Source: an optimization exercise on an open RTL-to-GDS flow (aim: small area and a short achievable clock period). Production flows keep margins and buffers that such runs may drop. No run shown here included a check of the RTL's function; only the layout flow was run. Power and IR drop assume default switching activity.

$ cat flow/flow/run.sh
#!/bin/bash
# Standard ORFS layout, with timing repair aimed below the clock period:
# repair_timing works until the setup slack reaches SETUP_SLACK_MARGIN.
set -euo pipefail
bash standard.sh SETUP_SLACK_MARGIN=6.5 finish > standard_flow.log 2>&1
$ cat flow/standard.sh
#!/bin/bash
# synth_recipe.tcl (not shown) runs the flow's synth.tcl, then flattens the netlist and writes it again
# the make line also repeats each setting of config.mk as NAME=value (left out here)
make -C /OpenROAD-flow-scripts/flow DESIGN_CONFIG=/design/flow/config.mk WORK_HOME=/design/flow/orfs CLKGATE_MAP_FILE= SYNTH_SCRIPT=/design/flow/synth_recipe.tcl "${@:-finish}"
$ cat flow/design.v
module CPU(reset, clk, imem_addr, imem_data, mem_addr, mem_wdata, mem_rdata, mem_read, mem_write);
input reset, clk;
output [31:0] imem_addr;
input [31:0] imem_data;
output [31:0] mem_addr;
output [31:0] mem_wdata;
input [31:0] mem_rdata;
output mem_read;
output mem_write;
reg [31:0] PC;
reg [31:0] ir;           
reg [31:0] pc4_id;       
reg [31:0] d1_ex;        
reg [31:0] d2_ex;        
reg [31:0] e_ex;         
reg        fwdA_ex, fwdB_ex, fwdS_ex;
reg        mrd_ex, mwr_ex, rw_ex, mv_ex, wv_ex, link_ex;
reg [4:0]  wreg_ex;
reg        sub_ex, add_ex, slt_ex, log_ex, sh_ex;
reg [1:0]  lop_ex, sop_ex;
reg [31:0] outZ_mem, d2_mem;
reg        mrd_mem, mwr_mem, mv_mem, wv_mem, link_mem;
reg [4:0]  wreg_mem;
reg [31:0] rf [1:31];
reg [31:1] rvalid;
wire [4:0] rs = ir[25:21];
wire [4:0] rt = ir[20:16];
wire is_branch, is_jump, is_jr, undef, is_lw, is_sw, regwrite, mv, wv;
wire alusrc1, alusrc2, link;
wire [4:0] wreg;
wire sub_d, add_d, slt_d, log_d, sh_d;
wire [1:0] lop_d, sop_d;
wire [31:0] lu_out;
id_decode dec (.ir(ir), .is_branch(is_branch), .is_jump(is_jump), .is_jr(is_jr), .undef(undef),
    .is_lw(is_lw), .is_sw(is_sw), .regwrite(regwrite), .wreg(wreg), .mv(mv), .wv(wv),
    .alusrc1(alusrc1), .alusrc2(alusrc2), .link(link),
    .sub(sub_d), .add(add_d), .slt(slt_d), .log(log_d), .sh(sh_d), .lop(lop_d), .sop(sop_d),
    .lu_out(lu_out));
wire [30:0] sel1, sel2;
wire [31:0] rf1, rf2;
genvar gj, gb;
generate
    for (gj = 1; gj < 32; gj = gj + 1) begin : dec1
        assign sel1[gj-1] = rvalid[gj] && (rs == gj);
        assign sel2[gj-1] = rvalid[gj] && (rt == gj);
    end
    for (gb = 0; gb < 32; gb = gb + 1) begin : rdcol
        wire [30:0] col;
        for (gj = 1; gj < 32; gj = gj + 1) begin : c
            assign col[gj-1] = rf[gj][gb];
        end
        rf_rdbit u1 (.s(sel1), .d(col), .y(rf1[gb]));
        rf_rdbit u2 (.s(sel2), .d(col), .y(rf2[gb]));
    end
endgenerate
wire ex_hit_rs = (wreg_ex == rs);
wire ex_hit_rt = (wreg_ex == rt);
wire loaduse = !is_sw && mrd_ex && (ex_hit_rs || ex_hit_rt);
wire special = rw_ex && (is_branch || is_jr) && (wreg_ex != 5'd0) && (ex_hit_rs || ex_hit_rt);
wire exflush = loaduse || special;
wire ifflush = is_branch || is_jump || is_jr || exflush;
wire fwdA_d = !alusrc1 && mv_ex && ex_hit_rs;
wire fwdB_d = !alusrc2 && mv_ex && ex_hit_rt;
wire fwdS_d = is_sw && mv_ex && ex_hit_rt;
wire mem_hit_rs = (wreg_mem == rs);
wire mem_hit_rt = (wreg_mem == rt);
wire wbA = !alusrc1 && wv_mem && mem_hit_rs;
wire wbB = (!alusrc2 || is_sw) && wv_mem && mem_hit_rt && !(rw_ex && ex_hit_rs);
wire [31:0] rt_val = wbB ? outZ_mem : rf2;
wire taken;
br_compare cmp (.a(rf1), .b(rf2), .z(outZ_mem), .fa(mv_mem && mem_hit_rs), .fb(mv_mem && mem_hit_rt), .eq(taken));
wire [31:0] pc_other, pc_sum, pc4_next;
next_pc npc (.pc(PC), .ir(ir), .rf1(rf1), .undef(undef), .exflush(exflush), .is_branch(is_branch),
    .is_jump(is_jump), .is_jr(is_jr), .pc_other(pc_other), .sum(pc_sum));
assign pc4_next = pc_sum;
wire brt = taken && is_branch && !undef && !exflush;
wire [31:0] PC_next;
generate
    for (gb = 0; gb < 32; gb = gb + 1) begin : pcm
        cpu_mux2 m (.a0(pc_other[gb]), .a1(pc_sum[gb]), .s(brt), .y(PC_next[gb]));
    end
endgenerate
assign imem_addr = PC;
always @(negedge reset or posedge clk)
    if (!reset) PC <= 32'h0;
    else PC <= PC_next;
always @(negedge reset or posedge clk)
    if (!reset) ir <= 32'h0;
    else ir <= ifflush ? 32'h0 : imem_data;
always @(posedge clk) pc4_id <= pc4_next;
always @(posedge clk) begin
    d1_ex <= alusrc1 ? {27'h0, ir[10:6]} : (wbA ? outZ_mem : rf1);
    d2_ex <= alusrc2 ? lu_out : rt_val;
    e_ex  <= link ? pc4_id : rt_val;
    wreg_ex <= wreg;
    sub_ex <= sub_d; add_ex <= add_d; slt_ex <= slt_d; log_ex <= log_d; sh_ex <= sh_d;
    lop_ex <= lop_d; sop_ex <= sop_d;
    link_ex <= link;
end
always @(negedge reset or posedge clk)
    if (!reset) begin
        fwdA_ex <= 1'b0; fwdB_ex <= 1'b0; fwdS_ex <= 1'b0; mrd_ex <= 1'b0; mwr_ex <= 1'b0;
        rw_ex <= 1'b0; mv_ex <= 1'b0; wv_ex <= 1'b0;
    end else if (exflush) begin
        fwdA_ex <= 1'b0; fwdB_ex <= 1'b0; fwdS_ex <= 1'b0; mrd_ex <= 1'b0; mwr_ex <= 1'b0;
        rw_ex <= 1'b0; mv_ex <= 1'b0; wv_ex <= 1'b0;
    end else begin
        fwdA_ex <= fwdA_d; fwdB_ex <= fwdB_d; fwdS_ex <= fwdS_d; mrd_ex <= is_lw; mwr_ex <= is_sw;
        rw_ex <= regwrite; mv_ex <= mv; wv_ex <= wv;
    end
wire [31:0] inA = fwdA_ex ? outZ_mem : d1_ex;
wire [31:0] inB = fwdB_ex ? outZ_mem : d2_ex;
wire [31:0] alu_out;
alu alu0 (.a(inA), .b(inB), .sub(sub_ex), .add(add_ex), .slt(slt_ex), .log(log_ex), .sh(sh_ex),
    .lop(lop_ex), .sop(sop_ex), .y(alu_out));
always @(posedge clk) begin
    outZ_mem <= alu_out;
    d2_mem <= fwdS_ex ? outZ_mem : e_ex;
    wreg_mem <= wreg_ex;
    link_mem <= link_ex;
end
always @(negedge reset or posedge clk)
    if (!reset) begin
        mrd_mem <= 1'b0; mwr_mem <= 1'b0; mv_mem <= 1'b0; wv_mem <= 1'b0;
    end else begin
        mrd_mem <= mrd_ex; mwr_mem <= mwr_ex; mv_mem <= mv_ex; wv_mem <= wv_ex;
    end
assign mem_addr = outZ_mem;
assign mem_wdata = d2_mem;
assign mem_read = mrd_mem;
assign mem_write = mwr_mem;
wire [31:0] wdata = mrd_mem ? mem_rdata : link_mem ? d2_mem : outZ_mem;
integer i;
always @(posedge clk)
    for (i = 1; i < 32; i = i + 1)
        if (wv_mem && wreg_mem == i) rf[i] <= wdata;
always @(negedge reset or posedge clk)
    if (!reset) rvalid <= 31'h0;
    else for (i = 1; i < 32; i = i + 1)
        if (wv_mem && wreg_mem == i) rvalid[i] <= 1'b1;
endmodule
module id_decode(ir, is_branch, is_jump, is_jr, undef, is_lw, is_sw, regwrite, wreg, mv, wv,
    alusrc1, alusrc2, link, sub, add, slt, log, sh, lop, sop, lu_out);
input [31:0] ir;
output is_branch, is_jump, is_jr, undef, is_lw, is_sw, regwrite, mv, wv, alusrc1, alusrc2, link;
output [4:0] wreg;
output reg sub, add, slt, log, sh;
output reg [1:0] lop, sop;
output [31:0] lu_out;
wire [5:0] op = ir[31:26];
wire [5:0] fn = ir[5:0];
wire [4:0] rt = ir[20:16];
wire [4:0] rd = ir[15:11];
wire [15:0] imm16 = ir[15:0];
wire opR = (op == 6'h00);
wire fn_alu = (fn[5:3] == 3'b100);                        
wire fn_sh  = (fn == 6'h00) || (fn == 6'h02) || (fn == 6'h03);
wire fn_slt = (fn == 6'h2a);
wire fn_jr  = (fn == 6'h08) || (fn == 6'h09);
assign is_branch = (op == 6'h01) || (op[5:2] == 4'b0001);
assign is_jump   = (op == 6'h02) || (op == 6'h03);
assign is_jr     = opR && fn_jr;
wire is_itype  = (op[5:3] == 3'b001) || (op == 6'h10);      
assign is_lw = (op == 6'h23);
assign is_sw = (op == 6'h2b);
wire defined = is_branch || is_jump || is_itype || is_lw || is_sw ||
               (opR && (fn_jr || fn_alu || fn_sh || fn_slt));
assign undef = !defined;
assign regwrite = !((op == 6'h10) || is_sw || ((op[5:3] == 3'b000) && op != 6'h00 && op != 6'h03) ||
                    (opR && fn == 6'h08));
wire [1:0] regdst = opR ? 2'b00 : (op == 6'h03) ? 2'b10 :
                    ((op >= 6'h04 && op <= 6'h10) || op == 6'h01 || op == 6'h02 || is_lw || is_sw) ? 2'b01 : 2'b11;
assign wreg = (regdst == 2'b00) ? rd : (regdst == 2'b01) ? rt : (regdst == 2'b10) ? 5'd31 : 5'd26;
assign mv = regwrite && (wreg != 5'd0);
assign wv = mv && (regdst != 2'b11);
assign alusrc1 = opR && (fn[5:2] == 4'b0000);
assign alusrc2 = (op[5:3] != 3'b000) && (op != 6'h10);
wire memtoreg_alu = is_itype && op != 6'h10 || (opR && (fn_alu || fn_sh || fn_slt));
assign link = regwrite && !is_lw && !memtoreg_alu && (regdst != 2'b11);    
wire extop = !(op == 6'h0c || op == 6'h0d || op == 6'h0e);
wire luop = (op == 6'h0f);
assign lu_out = luop ? {imm16, 16'h0000} : {extop ? {16{imm16[15]}} : 16'h0000, imm16};
always @(*) begin
    sub = 1'b0; add = 1'b1; slt = 1'b0; log = 1'b0; sh = 1'b0; lop = 2'd0; sop = 2'd0;
    if (opR) begin
        case (fn)
        6'h22, 6'h23: sub = 1'b1;
        6'h24: begin add = 1'b0; log = 1'b1; lop = 2'd0; end
        6'h25: begin add = 1'b0; log = 1'b1; lop = 2'd1; end
        6'h26: begin add = 1'b0; log = 1'b1; lop = 2'd2; end
        6'h27: begin add = 1'b0; log = 1'b1; lop = 2'd3; end
        6'h00: begin add = 1'b0; sh = 1'b1; sop = 2'b00; end
        6'h02: begin add = 1'b0; sh = 1'b1; sop = 2'b01; end
        6'h03: begin add = 1'b0; sh = 1'b1; sop = 2'b11; end
        6'h2a: begin add = 1'b0; slt = 1'b1; sub = 1'b1; end
        default: ;
        endcase
    end else begin
        case (op)
        6'h0c: begin add = 1'b0; log = 1'b1; lop = 2'd0; end
        6'h0d: begin add = 1'b0; log = 1'b1; lop = 2'd1; end
        6'h0e: begin add = 1'b0; log = 1'b1; lop = 2'd2; end
        6'h0a: begin add = 1'b0; slt = 1'b1; sub = 1'b1; end
        6'h0b: add = 1'b0;
        default: ;
        endcase
    end
end
endmodule
module br_compare(a, b, z, fa, fb, eq);
input [31:0] a, b, z;
input fa, fb;
output eq;
wire [31:0] x = fa ? z : a;
wire [31:0] y = fb ? z : b;
assign eq = (x == y);
endmodule
module next_pc(pc, ir, rf1, undef, exflush, is_branch, is_jump, is_jr, pc_other, sum);
input [31:0] pc, ir, rf1;
input undef, exflush, is_branch, is_jump, is_jr;
output [31:0] pc_other, sum;
wire [31:0] off = {{14{ir[15]}}, ir[15:0], 2'b00};
cpu_adder32 add (.a(pc), .b(is_branch ? off : 32'd4), .cin(1'b0), .y(sum));
wire [31:0] pcm4 = {pc[31:2] - 30'd1, pc[1:0]};
assign pc_other = undef ? 32'h8 :
                  exflush ? pcm4 :
                  is_branch ? pc :
                  is_jump ? {sum[31:28], ir[25:0], 2'b00} :
                  is_jr ? rf1 :
                  sum;
endmodule
module cpu_mux2(a0, a1, s, y);
input a0, a1, s;
output y;
assign y = s ? a1 : a0;
endmodule
module alu(a, b, sub, add, slt, log, sh, lop, sop, y);
input [31:0] a, b;
input sub, add, slt, log, sh;
input [1:0] lop, sop;       
output [31:0] y;
wire [31:0] bb = b ^ {32{sub}};
wire [31:0] s;
cpu_adder32 add0 (.a(a), .b(bb), .cin(sub), .y(s));
wire [31:0] g = a & bb, p = a ^ bb, gp = g | p;
wire [31:0] l = lop[1] ? (lop[0] ? ~gp : p) : (lop[0] ? gp : g);
wire [31:0] shv;
alu_shift shf (.b(b), .a(a[4:0]), .sop(sop), .shv(shv));
assign y = ({32{add}} & s) | {31'h0, slt & s[31]} | ({32{log}} & l) | ({32{sh}} & shv);
endmodule
module alu_shift(b, a, sop, shv);
input [31:0] b;
input [4:0] a;
input [1:0] sop;            
output [31:0] shv;
wire f = sop[1] & b[31];    
wire [31:0] l0, l1, l2, l3, l4, l5;
genvar k;
generate for (k = 0; k < 32; k = k + 1) begin : g
    alu_mx2i m0 (.a0(b[31-k]), .a1(b[k]), .s(sop[0]), .y(l0[k]));
    if (k < 16) begin : s16 alu_mx2i m (.a0(l0[k]), .a1(l0[k+16]), .s(a[4]), .y(l1[k])); end
    else begin : f16 alu_mx2i m (.a0(l0[k]), .a1(~f), .s(a[4]), .y(l1[k])); end
    if (k < 24) begin : s8 alu_mx2i m (.a0(l1[k]), .a1(l1[k+8]), .s(a[3]), .y(l2[k])); end
    else begin : f8 alu_mx2i m (.a0(l1[k]), .a1(f), .s(a[3]), .y(l2[k])); end
    if (k < 28) begin : s4 alu_mx2i m (.a0(l2[k]), .a1(l2[k+4]), .s(a[2]), .y(l3[k])); end
    else begin : f4 alu_mx2i m (.a0(l2[k]), .a1(~f), .s(a[2]), .y(l3[k])); end
    if (k < 30) begin : s2 alu_mx2i m (.a0(l3[k]), .a1(l3[k+2]), .s(a[1]), .y(l4[k])); end
    else begin : f2 alu_mx2i m (.a0(l3[k]), .a1(f), .s(a[1]), .y(l4[k])); end
    if (k < 31) begin : s1 alu_mx2i m (.a0(l4[k]), .a1(l4[k+1]), .s(a[0]), .y(l5[k])); end
    else begin : f1 alu_mx2i m (.a0(l4[k]), .a1(~f), .s(a[0]), .y(l5[k])); end
    assign shv[k] = sop[0] ? l5[k] : l5[31-k];
end endgenerate
endmodule
module alu_mx2i(a0, a1, s, y);
input a0, a1, s;
output y;
assign y = ~(s ? a1 : a0);
endmodule
module rf_rdbit(s, d, y);
input [30:0] s, d;
output y;
wire [10:0] g;
genvar k;
generate
    for (k = 0; k < 10; k = k + 1) begin : grp
        rf_aoi222 u (.a(s[3*k]), .b(d[3*k]), .c(s[3*k+1]), .d(d[3*k+1]), .e(s[3*k+2]), .f(d[3*k+2]), .y(g[k]));
    end
endgenerate
assign g[10] = ~(s[30] & d[30]);
assign y = ~(&g);
endmodule
module rf_aoi222(a, b, c, d, e, f, y);
input a, b, c, d, e, f;
output y;
assign y = ~((a & b) | (c & d) | (e & f));
endmodule
module cpu_adder32(a, b, cin, y);
input [31:0] a, b;
input cin;
output [31:0] y;
wire [31:0] g = a & b, p = a ^ b;
wire g0c = g[0] | (p[0] & cin);
wire n0_g = g[1] | (p[1] & g0c);
wire n0_p = p[1] & p[0];
wire n1_g = g[3] | (p[3] & g[2]);
wire n1_p = p[3] & p[2];
wire n2_g = g[5] | (p[5] & g[4]);
wire n2_p = p[5] & p[4];
wire n3_g = g[7] | (p[7] & g[6]);
wire n3_p = p[7] & p[6];
wire n4_g = g[9] | (p[9] & g[8]);
wire n4_p = p[9] & p[8];
wire n5_g = g[11] | (p[11] & g[10]);
wire n5_p = p[11] & p[10];
wire n6_g = g[13] | (p[13] & g[12]);
wire n6_p = p[13] & p[12];
wire n7_g = g[15] | (p[15] & g[14]);
wire n7_p = p[15] & p[14];
wire n8_g = g[17] | (p[17] & g[16]);
wire n8_p = p[17] & p[16];
wire n9_g = g[19] | (p[19] & g[18]);
wire n9_p = p[19] & p[18];
wire n10_g = g[21] | (p[21] & g[20]);
wire n10_p = p[21] & p[20];
wire n11_g = g[23] | (p[23] & g[22]);
wire n11_p = p[23] & p[22];
wire n12_g = g[25] | (p[25] & g[24]);
wire n12_p = p[25] & p[24];
wire n13_g = g[27] | (p[27] & g[26]);
wire n13_p = p[27] & p[26];
wire n14_g = g[29] | (p[29] & g[28]);
wire n14_p = p[29] & p[28];
wire n15_g = g[31] | (p[31] & g[30]);
wire n15_p = p[31] & p[30];
wire n16_g = g[2] | (p[2] & n0_g);
wire n16_p = p[2] & n0_p;
wire n17_g = n1_g | (n1_p & n0_g);
wire n17_p = n1_p & n0_p;
wire n18_g = g[6] | (p[6] & n2_g);
wire n18_p = p[6] & n2_p;
wire n19_g = n3_g | (n3_p & n2_g);
wire n19_p = n3_p & n2_p;
wire n20_g = g[10] | (p[10] & n4_g);
wire n20_p = p[10] & n4_p;
wire n21_g = n5_g | (n5_p & n4_g);
wire n21_p = n5_p & n4_p;
wire n22_g = g[14] | (p[14] & n6_g);
wire n22_p = p[14] & n6_p;
wire n23_g = n7_g | (n7_p & n6_g);
wire n23_p = n7_p & n6_p;
wire n24_g = g[18] | (p[18] & n8_g);
wire n24_p = p[18] & n8_p;
wire n25_g = n9_g | (n9_p & n8_g);
wire n25_p = n9_p & n8_p;
wire n26_g = g[22] | (p[22] & n10_g);
wire n26_p = p[22] & n10_p;
wire n27_g = n11_g | (n11_p & n10_g);
wire n27_p = n11_p & n10_p;
wire n28_g = g[26] | (p[26] & n12_g);
wire n28_p = p[26] & n12_p;
wire n29_g = n13_g | (n13_p & n12_g);
wire n29_p = n13_p & n12_p;
wire n30_g = g[30] | (p[30] & n14_g);
wire n30_p = p[30] & n14_p;
wire n31_g = n15_g | (n15_p & n14_g);
wire n31_p = n15_p & n14_p;
wire n32_g = g[4] | (p[4] & n17_g);
wire n32_p = p[4] & n17_p;
wire n33_g = n2_g | (n2_p & n17_g);
wire n33_p = n2_p & n17_p;
wire n34_g = n18_g | (n18_p & n17_g);
wire n34_p = n18_p & n17_p;
wire n35_g = n19_g | (n19_p & n17_g);
wire n35_p = n19_p & n17_p;
wire n36_g = g[12] | (p[12] & n21_g);
wire n36_p = p[12] & n21_p;
wire n37_g = n6_g | (n6_p & n21_g);
wire n37_p = n6_p & n21_p;
wire n38_g = n22_g | (n22_p & n21_g);
wire n38_p = n22_p & n21_p;
wire n39_g = n23_g | (n23_p & n21_g);
wire n39_p = n23_p & n21_p;
wire n40_g = g[20] | (p[20] & n25_g);
wire n40_p = p[20] & n25_p;
wire n41_g = n10_g | (n10_p & n25_g);
wire n41_p = n10_p & n25_p;
wire n42_g = n26_g | (n26_p & n25_g);
wire n42_p = n26_p & n25_p;
wire n43_g = n27_g | (n27_p & n25_g);
wire n43_p = n27_p & n25_p;
wire n44_g = g[28] | (p[28] & n29_g);
wire n44_p = p[28] & n29_p;
wire n45_g = n14_g | (n14_p & n29_g);
wire n45_p = n14_p & n29_p;
wire n46_g = n30_g | (n30_p & n29_g);
wire n46_p = n30_p & n29_p;
wire n47_g = n31_g | (n31_p & n29_g);
wire n47_p = n31_p & n29_p;
wire n48_g = g[8] | (p[8] & n35_g);
wire n48_p = p[8] & n35_p;
wire n49_g = n4_g | (n4_p & n35_g);
wire n49_p = n4_p & n35_p;
wire n50_g = n20_g | (n20_p & n35_g);
wire n50_p = n20_p & n35_p;
wire n51_g = n21_g | (n21_p & n35_g);
wire n51_p = n21_p & n35_p;
wire n52_g = n36_g | (n36_p & n35_g);
wire n52_p = n36_p & n35_p;
wire n53_g = n37_g | (n37_p & n35_g);
wire n53_p = n37_p & n35_p;
wire n54_g = n38_g | (n38_p & n35_g);
wire n54_p = n38_p & n35_p;
wire n55_g = n39_g | (n39_p & n35_g);
wire n55_p = n39_p & n35_p;
wire n56_g = g[24] | (p[24] & n43_g);
wire n56_p = p[24] & n43_p;
wire n57_g = n12_g | (n12_p & n43_g);
wire n57_p = n12_p & n43_p;
wire n58_g = n28_g | (n28_p & n43_g);
wire n58_p = n28_p & n43_p;
wire n59_g = n29_g | (n29_p & n43_g);
wire n59_p = n29_p & n43_p;
wire n60_g = n44_g | (n44_p & n43_g);
wire n60_p = n44_p & n43_p;
wire n61_g = n45_g | (n45_p & n43_g);
wire n61_p = n45_p & n43_p;
wire n62_g = n46_g | (n46_p & n43_g);
wire n62_p = n46_p & n43_p;
wire n63_g = n47_g | (n47_p & n43_g);
wire n63_p = n47_p & n43_p;
wire n64_g = g[16] | (p[16] & n55_g);
wire n64_p = p[16] & n55_p;
wire n65_g = n8_g | (n8_p & n55_g);
wire n65_p = n8_p & n55_p;
wire n66_g = n24_g | (n24_p & n55_g);
wire n66_p = n24_p & n55_p;
wire n67_g = n25_g | (n25_p & n55_g);
wire n67_p = n25_p & n55_p;
wire n68_g = n40_g | (n40_p & n55_g);
wire n68_p = n40_p & n55_p;
wire n69_g = n41_g | (n41_p & n55_g);
wire n69_p = n41_p & n55_p;
wire n70_g = n42_g | (n42_p & n55_g);
wire n70_p = n42_p & n55_p;
wire n71_g = n43_g | (n43_p & n55_g);
wire n71_p = n43_p & n55_p;
wire n72_g = n56_g | (n56_p & n55_g);
wire n72_p = n56_p & n55_p;
wire n73_g = n57_g | (n57_p & n55_g);
wire n73_p = n57_p & n55_p;
wire n74_g = n58_g | (n58_p & n55_g);
wire n74_p = n58_p & n55_p;
wire n75_g = n59_g | (n59_p & n55_g);
wire n75_p = n59_p & n55_p;
wire n76_g = n60_g | (n60_p & n55_g);
wire n76_p = n60_p & n55_p;
wire n77_g = n61_g | (n61_p & n55_g);
wire n77_p = n61_p & n55_p;
wire n78_g = n62_g | (n62_p & n55_g);
wire n78_p = n62_p & n55_p;
wire n79_g = n63_g | (n63_p & n55_g);
wire n79_p = n63_p & n55_p;
wire [31:0] c = {n78_g, n77_g, n76_g, n75_g, n74_g, n73_g, n72_g, n71_g, n70_g, n69_g, n68_g, n67_g, n66_g, n65_g, n64_g, n55_g, n54_g, n53_g, n52_g, n51_g, n50_g, n49_g, n48_g, n35_g, n34_g, n33_g, n32_g, n17_g, n16_g, n0_g, g0c, cin};
assign y = p ^ c;
endmodule
$ cat flow/constraint.sdc
create_clock -name core_clock -period 10.0 [get_ports {clk}]
set_input_delay 2.0000 -clock core_clock [delete_from_list [all_inputs] [get_ports {clk}]]
set_output_delay 2.0000 -clock core_clock [all_outputs]
set_load 0.01 [all_outputs]
$ cat flow/config.mk
export PLATFORM = sky130hd
export DESIGN_NAME = CPU
export DESIGN_NICKNAME = CPU
export VERILOG_FILES = /design/flow/design.v
export SDC_FILE = /design/flow/constraint.sdc
export NUM_CORES = 8
export LEC_CHECK = 0
export CAP_MARGIN = 20
export CORE_MARGIN = 2
export CORE_UTILIZATION = 40
export SLEW_MARGIN = 20
export SYNTH_HIERARCHICAL = 1
==> results of run 1 <==
==> worst reg2reg max path: stages, from the launching register on <==
cell and delay [ns]:
dfrtp_2 0.49, and2_4 0.20, nor2b_4 0.23, and3_4 0.29
a222oi_1 0.44, nand4_1 0.42, a2111o_2 0.66, xor2_1 0.21
nor4_2 0.30, a32oi_1 0.14, nor3_2 0.23, a31oi_1 0.14
a211oi_2 0.21, buf_4 0.19, and4b_4 0.33, buf_12 0.18
mux2_4 0.32
==> modules after synthesis (local to each module, per instance) <==
module,cells,flip-flops and latches,cell area [µm²]
alu,290,0,2310
br_compare,140,0,1150
rf_aoi222,1,0,10.0
cpu_mux2,1,0,15.0
id_decode,144,0,932
alu_mx2i,1,0,10.0
alu_shift,38,0,554
cpu_adder32,155,0,1290
CPU,2199,1312,42400
next_pc,304,0,1980
rf_rdbit,4,0,27.5
==> worst max-delay path by stage <==
stage	startpoint	to	slack, ns	depth (start not counted)
after floorplan	ir[21]$_DFF_PN0_	PC[0]$_DFF_PN0_	6.05	15
after global placement	ir[16]$_DFF_PN0_	PC[6]$_DFF_PN0_	4.53	12
after detailed placement	ir[16]$_DFF_PN0_	PC[5]$_DFF_PN0_	4.45	12
after CTS	ir[23]$_DFF_PN0_	PC[16]$_DFF_PN0_	5.02	16
after global routing	ir[25]$_DFF_PN0_	PC[4]$_DFF_PN0_	4.96	18
final	ir[21]$_DFF_PN0_	PC[16]$_DFF_PN0_	4.88	16
==> cells in the mapped netlist (107+ instances only) <==
cell type	count	share of area, %
nand4_1	142	1.4
xor2_1	130	1.8
nand2_1	187	1.1
a21oi_1	187	1.5
mux2i_1	299	4.8
edfxtp_1	992	48
a222oi_1	641	10
dfxtp_1	213	6.8
nor2_1	111	0.67
mux2_2	110	2.0
o21ai_0	132	1.1
dfrtp_1	107	4.3
clkbuf_1	115	0.69
nor2b_1	108	1.1
==> cells by family after synthesis <==
group	after synthesis	synth area share (%)
flops	1312	58.8
compound gates	1294	17.6
simple gates	935	8.34
mux	472	8.29
buf+inv	215	1.65
xor+xnor	213	3.11
fa+ha+maj	103	2.21
other cells	1	0.00600
==> sequential cells by signal, summed over array words and instances (netlist names), 2 cells and up <==
register	flops
PC	32
d1_ex	32
d2_ex	32
d2_mem	32
e_ex	32
ir	32
lop_ex	2
outZ_mem	32
pc4_id	32
rf	992
rvalid	31
sop_ex	2
wreg_ex	5
wreg_mem	5
==> area by class of cell <==
type / instances / area (µm²) / area share (%)
Inverter: 47 / 183 / 0.237
Clock inverter: 78 / 885 / 1.15
Antenna cell: 18 / 45.0 / 0.0585
Clock buffer: 175 / 3730 / 4.85
Sequential cell: 1312 / 37000 / 48.0
Multi-Input combinational cell: 3077 / 27000 / 35.1
Tap cell: 2058 / 2570 / 3.34
Timing Repair Buffer: 611 / 5540 / 7.20
==> routing by layer <==
layer | track usage (%) | up-vias
met5 | 0.636 | -
met4 | 18.2 | 36
met3 | 12.5 | 1322
met2 | 46.6 | 5582
met1 | 43.9 | 26900
li1 | - | 20900
==> power by group through the flow <==
stage | clock, W | combinational (W) | sequential [W]
CTS | 0.00532 | 0.00568 | 0.00760
global placement | 0 | 0.00510 | 0.00787
global route | 0.00553 | 0.00647 | 0.00769
detailed placement | 0 | 0.00516 | 0.00788
finish | 0.00533 | 0.00634 | 0.00771
floorplan | 0 | 0.00290 | 0.00755
==> cell usage in the layout (no fill, tap or decap), types with 77 or more instances in the layout <==
cell type / instances
buf_4: 378
mux2i_1: 292
a222oi_1: 641
nand4_1: 142
nand2_1: 181
dfxtp_1: 158
o21ai_0: 90
ha_1: 77
and3_4: 92
clkbuf_16: 144
xor2_1: 127
mux2_2: 103
nor2b_1: 95
edfxtp_1: 992
a21oi_1: 168
==> what timing repair did <==
| action | 4_1_cts | 5_1_grt |
|---|---|---|
| setup buffers | 129 | 193 |
| resized for setup | 481 | 203 |
| pin swaps | 65 | 162 |
| endpoints found under the setup margin | 234 | 117 |
| gates cloned | 13 | 49 |
| hold endpoints to repair | 0 | 0 |
==> per-stage QoR <==
step	instance area (µm²)	utilization (%)	power [W]
6_report	77000	49.5	0.0194
5_1_grt	77000	49.4	0.0197
4_1_cts	74000	47.5	0.0186
3_5_place_dp	67600	43.4	0.0130
3_3_place_gp	67600	43.4	0.0130
2_1_floorplan	63000	-	0.0105
==> flow_metrics.env, run 1 <==
export IMPL_drt_antenna_violating_nets=0
export IMPL_timing_max_slew_rel_slack_pct=23.1
export IMPL_initial_core_util_pct=40.1
export IMPL_fin_crit_sh_pct=51.2
export IMPL_p_per_area_nw_per_um2=252
export IMPL_root_buffer="clkbuf_16"
export IMPL_worst_path_dominant_cell_family="simple AND/OR/NAND/NOR gates"
export IMPL_max_freq_mhz=195
export IMPL_area_delta_synth_final_pct=23.3
export IMPL_worst_slack_ns=4.88
export IMPL_wl_um=301000
export IMPL_routedWlPerCell_um=40.9
export IMPL_r2r_start="ir[21]$_DFF_PN0_"
export IMPL_synthDistinctLibCells=94
export IMPL_wl_met1_um=104000
export IMPL_finalHoldViolations=0
export IMPL_first_pass_iters=15
export IMPL_swShare_pct=36.6
export IMPL_reg2reg_depth=16
export IMPL_switching_power_w=0.00710
export IMPL_status="finished clean"
export IMPL_path_class="reg2reg"
export IMPL_p_seq_share_pct=39.8
export IMPL_cp_data_required_time_ns=10.67
export IMPL_vias=54700
export IMPL_dp_cells=6721
export IMPL_worstHoldPathCells=0
export IMPL_synth_edf_count=992
export IMPL_die_x_um=399
export IMPL_clkPwrFrac_pct=27.5
export IMPL_ctsHoldBuffers=0
export IMPL_synthArstFlopShare_pct=8.16
export IMPL_ff2ff_setup_slack_ns=4.88
export IMPL_met3WireLength_um=52400
export IMPL_synthCells=4545
export IMPL_wl_met2_um=121000
export IMPL_drcViolationCount=0
export IMPL_startpoint_type="flip-flop"
export IMPL_h_tree_depth=4
export IMPL_setup_viol=0
export IMPL_io_buffers=163
export IMPL_clock_sinks=1312
export IMPL_die_h_um=399
export IMPL_rsz0062_at_grt="yes"
export IMPL_p_leak_nw=27.9
export IMPL_cts_tree="done"
export IMPL_grt_total_usage_pct=33.2
export IMPL_routed_top_layer="met5"
export IMPL_grt_pass1_vias=48100
export IMPL_io_pins=164
export IMPL_cp_cell_sequence="and2_4 > nor2b_4 > and3_4 > a222oi_1 > nand4_1 > a2111o_2 > xor2_1 > nor4_2 > a32oi_1 > nor3_2 > a31oi_1 > a211oi_2 > buf_4 > and4b_4 > buf_12 > mux2_4"
export IMPL_dp_hpwl_um=162000
export IMPL_whs_endpoint="link_mem$_DFF_P_"
export IMPL_arrival_ns=5.79
export IMPL_design_die_area_um2=159000
export IMPL_antenna_found_initial=31
export IMPL_pre_cts_ws_ns=4.45
export IMPL_maxCapViolations=0
export IMPL_clock_path_buffers=3
export IMPL_synth_ff_type="edfxtp_1"
export IMPL_yosys_warnings=9
export IMPL_fp_row_count=145
export IMPL_hp_class="reg2reg"
export IMPL_avgSynthCellArea_um2=13.7
export IMPL_synth_seq_cells=1312
export IMPL_hold_slack_ns=0.329
export IMPL_worst_slew_pin_transition_ns=1.15
export IMPL_grt_ovfl_total=0
export IMPL_hold_start="link_ex$_DFF_P_"
export IMPL_drive_above_1_share_pct=26.8
export IMPL_r2r_end="PC[16]$_DFF_PN0_"
export IMPL_fin_setup_tns_ns=0
export IMPL_slowest_delay_ns=0.66
export IMPL_internal_power_w=0.0123
export IMPL_finalNonFillerCells=7376
export IMPL_final_nets=5359
export IMPL_grt_pass1_wl_um=374000
export IMPL_critPathSlowestCell="a2111o_2"
export IMPL_post_route_min_period_ns=5.12
export IMPL_combPwrFrac_pct=32.7
export IMPL_drtIter0Drc=14600
export IMPL_final_max_slew_viol_count=0
export IMPL_nFillCells=13400
export IMPL_syn_cell_area_um2=62500
export IMPL_worstSkewPairLatency_ns=0.82
export IMPL_gp_congestion=0.964
export IMPL_crit_buf_inv=2
export IMPL_vias_per_cell=7.42
export IMPL_cts_buffers=141
export IMPL_crit_fanout=10
export IMPL_cts_clk_slew_worst_paths_ns=0.06
export IMPL_core_area_um2=156000
export IMPL_ir_drop_uv=229
export IMPL_fin_skew_ns=0.0383
export IMPL_grt_max_degree=68
export IMPL_ys_seq_area_share_pct=58.8
export IMPL_end_kind="flip-flop"
==> inputs of run 2 (changes only) <==
--- a/flow/design.v
+++ b/flow/design.v
@@ -10,6 +10,8 @@
 reg [31:0] PC;
 reg [31:0] ir;           
 reg [31:0] pc4_id;       
+reg [7:0]  rs_hi, rt_hi;  
+reg [3:0]  rs_lo, rt_lo;  
 reg [31:0] d1_ex;        
 reg [31:0] d2_ex;        
 reg [31:0] e_ex;         
@@ -41,8 +43,8 @@
 genvar gj, gb;
 generate
     for (gj = 1; gj < 32; gj = gj + 1) begin : dec1
-        assign sel1[gj-1] = rvalid[gj] && (rs == gj);
-        assign sel2[gj-1] = rvalid[gj] && (rt == gj);
+        assign sel1[gj-1] = rvalid[gj] && rs_hi[gj/4] && rs_lo[gj%4];
+        assign sel2[gj-1] = rvalid[gj] && rt_hi[gj/4] && rt_lo[gj%4];
     end
     for (gb = 0; gb < 32; gb = gb + 1) begin : rdcol
         wire [30:0] col;
@@ -84,9 +86,17 @@
 always @(negedge reset or posedge clk)
     if (!reset) PC <= 32'h0;
     else PC <= PC_next;
+wire [31:0] ir_next = ifflush ? 32'h0 : imem_data;
 always @(negedge reset or posedge clk)
     if (!reset) ir <= 32'h0;
-    else ir <= ifflush ? 32'h0 : imem_data;
+    else ir <= ir_next;
+always @(negedge reset or posedge clk)
+    if (!reset) begin
+        rs_hi <= 8'h01; rs_lo <= 4'h1; rt_hi <= 8'h01; rt_lo <= 4'h1;
+    end else begin
+        rs_hi <= 8'h01 << ir_next[25:23]; rs_lo <= 4'h1 << ir_next[22:21];
+        rt_hi <= 8'h01 << ir_next[20:18]; rt_lo <= 4'h1 << ir_next[17:16];
+    end
 always @(posedge clk) pc4_id <= pc4_next;
 always @(posedge clk) begin
     d1_ex <= alusrc1 ? {27'h0, ir[10:6]} : (wbA ? outZ_mem : rf1);
==> flow/run.sh (new file) <==
#!/bin/bash
# synth_recipe.tcl (not shown) runs the flow's synth.tcl, then flattens the netlist and writes it again
# the make line also repeats each setting of config.mk as NAME=value (left out here)
make -C /OpenROAD-flow-scripts/flow DESIGN_CONFIG=/design/flow/config.mk WORK_HOME=/design/flow/orfs CLKGATE_MAP_FILE= SYNTH_SCRIPT=/design/flow/synth_recipe.tcl finish
--- a/flow/config.mk
+++ b/flow/config.mk
@@ -8,5 +8,6 @@
 export CAP_MARGIN = 20
 export CORE_MARGIN = 2
 export CORE_UTILIZATION = 40
+export SETUP_SLACK_MARGIN = 5
 export SLEW_MARGIN = 20
 export SYNTH_HIERARCHICAL = 1
removed: flow/flow/run.sh
removed: flow/standard.sh
==> run 2 against run 1 <==
Still clean. Total power fell by 5.1%. Clock power rose by 0.8%. Wire length fell by 14%. Clock-buffer cell count rose by 3. Register-to-register slack improved by 0.02 ns. Flip-flop and latch count rose by 24. Non-clock buffer count fell by 249. Cell area fell by 4.6%. Setup slack improved by 0.017 ns. Critical path depth fell by 3. Synthesized cell count rose by 0.37%.
==> flow_metrics.env, run 2 <==
export IMPL_r2r_end="PC[4]$_DFF_PN0_"
export IMPL_fin_crit_sh_pct=51.0
export IMPL_area_delta_synth_final_pct=16.5
export IMPL_grt_total_usage_pct=30.8
export IMPL_internal_power_w=0.0120
export IMPL_whs_endpoint="link_mem$_DFF_P_"
export IMPL_yosys_top_cells_count="992 x edfxtp_1, 641 x a222oi_1, 299 x mux2i_1"
export IMPL_clock_sinks=1336
export IMPL_mostFrequentLayoutCells="992 x edfxtp_1, 641 x a222oi_1, 298 x mux2i_1"
export IMPL_synth_area_leaders="edfxtp_1 47%, a222oi_1 10%, dfxtp_1 6.8%"
export IMPL_swShare_pct=34.6
export IMPL_synthArstFlopShare_pct=9.81
export IMPL_io_buffers=163
export IMPL_maxCapViolations=0
export IMPL_worst_slew_pin_transition_ns=1.20
export IMPL_vias_per_cell=7.06
export IMPL_yosys_area_top_type_share_pct=47.2
export IMPL_r2r_start="rt_lo[3]$_DFF_PN0_"
export IMPL_finalNonFillerCells=7084
export IMPL_combPwrFrac_pct=28.8
export IMPL_grt_pass1_vias=47100
export IMPL_die_h_um=401
export IMPL_ir_drop_uv=208
export IMPL_startpoint_type="flip-flop"
export IMPL_clock_path_buffers=3
export IMPL_h_tree_depth=4
export IMPL_path_class="reg2reg"
export IMPL_post_route_min_period_ns=5.10
export IMPL_largest_reg_flops=992
export IMPL_p_per_area_nw_per_um2=250
export IMPL_gp_congestion=0.964
export IMPL_cts_clk_slew_worst_paths_ns=0.06
export IMPL_clkPwrFrac_pct=29.2
export IMPL_ff2ff_setup_slack_ns=4.90
export IMPL_yosysMostFrequentCell="edfxtp_1"
export IMPL_initial_core_util_pct=40.3
export IMPL_final_max_slew_viol_count=0
export IMPL_antenna_found_initial=13
export IMPL_grt_max_degree=76
export IMPL_yosys_area_top_type="edfxtp_1"
export IMPL_final_nets=5076
export IMPL_worstHoldPathCells=0
export IMPL_die_x_um=401
export IMPL_first_pass_iters=12
export IMPL_routedWlPerCell_um=36.4
export IMPL_wl_um=258000
export IMPL_design_die_area_um2=161000
export IMPL_yosys_warnings=9
export IMPL_drt_antenna_violating_nets=0
export IMPL_ys_seq_area_share_pct=59.2
export IMPL_root_buffer="clkbuf_16"
export IMPL_vias=50000
export IMPL_reg2reg_depth=13
export IMPL_synth_ff_type="edfxtp_1"
export IMPL_hold_start="link_ex$_DFF_P_"
export IMPL_arrival_ns=5.77
export IMPL_dp_hpwl_um=165000
export IMPL_top_register="rf"
export IMPL_fin_skew_ns=0.0479
export IMPL_drcViolationCount=0
export IMPL_grt_ovfl_total=0
export IMPL_synthCells=4562
export IMPL_synth_seq_cells=1336
export IMPL_io_pins=164
export IMPL_drtIter0Drc=12300
export IMPL_layout_commonest_cell="edfxtp_1"
export IMPL_grt_pass1_wl_um=356000
export IMPL_ctsHoldBuffers=0
export IMPL_finalHoldViolations=0
export IMPL_synthDistinctLibCells=94
export IMPL_drive_above_1_share_pct=16.4
export IMPL_setup_viol=0
export IMPL_nFillCells=13700
export IMPL_cts_buffers=140
export IMPL_crit_fanout=32
export IMPL_syn_cell_area_um2=63100
export IMPL_fp_row_count=145
export IMPL_fin_setup_tns_ns=0
export IMPL_end_kind="flip-flop"
export IMPL_status="finished clean"
export IMPL_worstSkewPairLatency_ns=0.80
export IMPL_avgSynthCellArea_um2=13.8
export IMPL_p_seq_share_pct=41.9
export IMPL_timing_max_slew_rel_slack_pct=19.5
export IMPL_cp_data_required_time_ns=10.67
export IMPL_synth_edf_count=992
export IMPL_max_freq_mhz=196
export IMPL_dp_cells=6801
export IMPL_cts_tree="done"
export IMPL_rsz0062_at_grt="yes"
export IMPL_hp_class="reg2reg"
export IMPL_p_leak_nw=26.3
export IMPL_core_area_um2=156000
export IMPL_switching_power_w=0.00636
[run 2: cell types whose count changed after synthesis, sizes merged, moves of 4 or more]
cell / before / now
and2: 65 / 59
and4b: 3 / 9
clkbuf: 115 / 107
dfrtp: 107 / 127
dfstp: 0 / 4
nor2b: 108 / 99
xnor2: 74 / 64
xor2: 139 / 149
[run 2: power by group through the flow]
stage	Combinational, W	Sequential [W]	Clock, W
floorplan	0.00270	0.00763	0
global placement	0.00504	0.00778	0
detailed placement	0.00508	0.00779	0
CTS	0.00511	0.00768	0.00540
global route	0.00551	0.00772	0.00563
finish	0.00530	0.00771	0.00537
[run 2: through the flow]
stage	utilization, %	total power (W)	setup slack [ns]	instance area (µm²)	hold slack [ns]
detailed placement	43.7	0.0129	4.35	68300	0.316
CTS	46.7	0.0182	5.02	73100	0.321
floorplan	-	0.0103	5.30	63100	0.310
global placement	43.7	0.0128	4.30	68300	0.317
global route	47.0	0.0189	4.99	73400	0.328
finish	47.0	0.0184	4.90	73400	0.323
[run 2: logic make-up after synthesis]
family / count (synthesis) / synth area share [%]
xor+xnor: 213 / 3.09
buf+inv: 208 / 1.58
simple gates: 931 / 8.28
compound gates: 1298 / 17.5
fa+ha+maj: 103 / 2.19
mux: 472 / 8.21
other cells: 1 / 0.00595
flops: 1336 / 59.2
[run 2: layout make-up]
class	instances	area, µm²	share of cell area (%)
diodes	2	5.00	0.00681
clock buffers	178	3770	5.13
clock inverters	81	910	1.24
inverters	46	176	0.240
multi-input cells	3021	25400	34.5
flip-flops and latches	1336	37400	50.9
well taps	2058	2570	3.51
repair buffers	362	3290	4.48
[run 2: layer usage]
layer	global-route usage (%)	share of wire [%]	vias up
met2	45.0	42	4131
met5	0	0.036	-
met4	16.5	6.2	14
met3	8.09	14	758
li1	-	-	20300
met1	41.8	38	24800
[run 2: worst max-delay path, stage by stage (launching register included)]
cell      delay, ns
dfrtp_1        0.50
and3_2         0.27
buf_4          0.30
a222oi_1       0.50
nand4_1        0.36
a2111o_1       0.65
xor2_1         0.22
o41ai_1        0.54
a31oi_1        0.15
a21o_1         0.25
a211oi_4       0.35
and4b_4        0.32
buf_12         0.19
mux2_4         0.31
[run 2: how the worst max path moves through the flow]
stage | startpoint | end | slack, ns | depth (start not counted)
after global routing | ir[30]$_DFF_PN0_ | PC[27]$_DFF_PN0_ | 4.99 | 18
after CTS | ir[27]$_DFF_PN0_ | PC[20]$_DFF_PN0_ | 5.02 | 17
after floorplan | ir[30]$_DFF_PN0_ | PC[27]$_DFF_PN0_ | 5.30 | 20
after detailed placement | rs_lo[1]$_DFF_PN0_ | PC[9]$_DFF_PN0_ | 4.35 | 13
after global placement | rs_lo[1]$_DFF_PN0_ | PC[7]$_DFF_PN0_ | 4.30 | 13
final | rt_lo[3]$_DFF_PN0_ | PC[4]$_DFF_PN0_ | 4.90 | 13
[run 2: modules after synthesis (local to each module, per instance)]
module	cells	times used	cell area (µm²)	flip-flops and latches
CPU	2216	1	43000	1336
alu	290	1	2310	0
alu_mx2i	1	192	10.0	0
alu_shift	38	1	554	0
br_compare	140	1	1150	0
cpu_adder32	155	2	1290	0
cpu_mux2	1	32	15.0	0
id_decode	144	1	932	0
next_pc	304	1	1980	0
rf_aoi222	1	640	10.0	0
rf_rdbit	4	64	27.5	0
[run 2: what timing repair did]
action	4_1_cts	5_1_grt
pin swaps	3	29
resized for setup	15	76
setup endpoints to repair	32	35
buffers inserted	3	17
gates cloned	1	0

-- afterwards: timing with drivers on the ports --
How much do the figures lean on ideal ports? The routed layouts below were timed once more, with nothing changed but the port constraints.
Step 1: set_driving_cell puts a clkbuf_16 on clk and a buf_2 on each other input, an assumption about the parent block.
Step 2 moves the port delays by t, midway between the first and last clock arrival at a register: inputs arrive t later, outputs are due t later. That takes back most of the time a late clock gives input paths.
a / b / c = no drivers / after step 1 / after step 2; a / b = the first two.
| run | t (ns) | slack for setup (ns) | clock arrival spread, ns |
|---|---|---|---|
| run 1 | 0.894 | 4.880 / 4.880 / 4.880 | 0.038 / 0.038 |
| run 2 | 0.853 | 4.896 / 4.896 / 4.896 | 0.050 / 0.049 |
After both steps setup and hold are still met in every run listed.
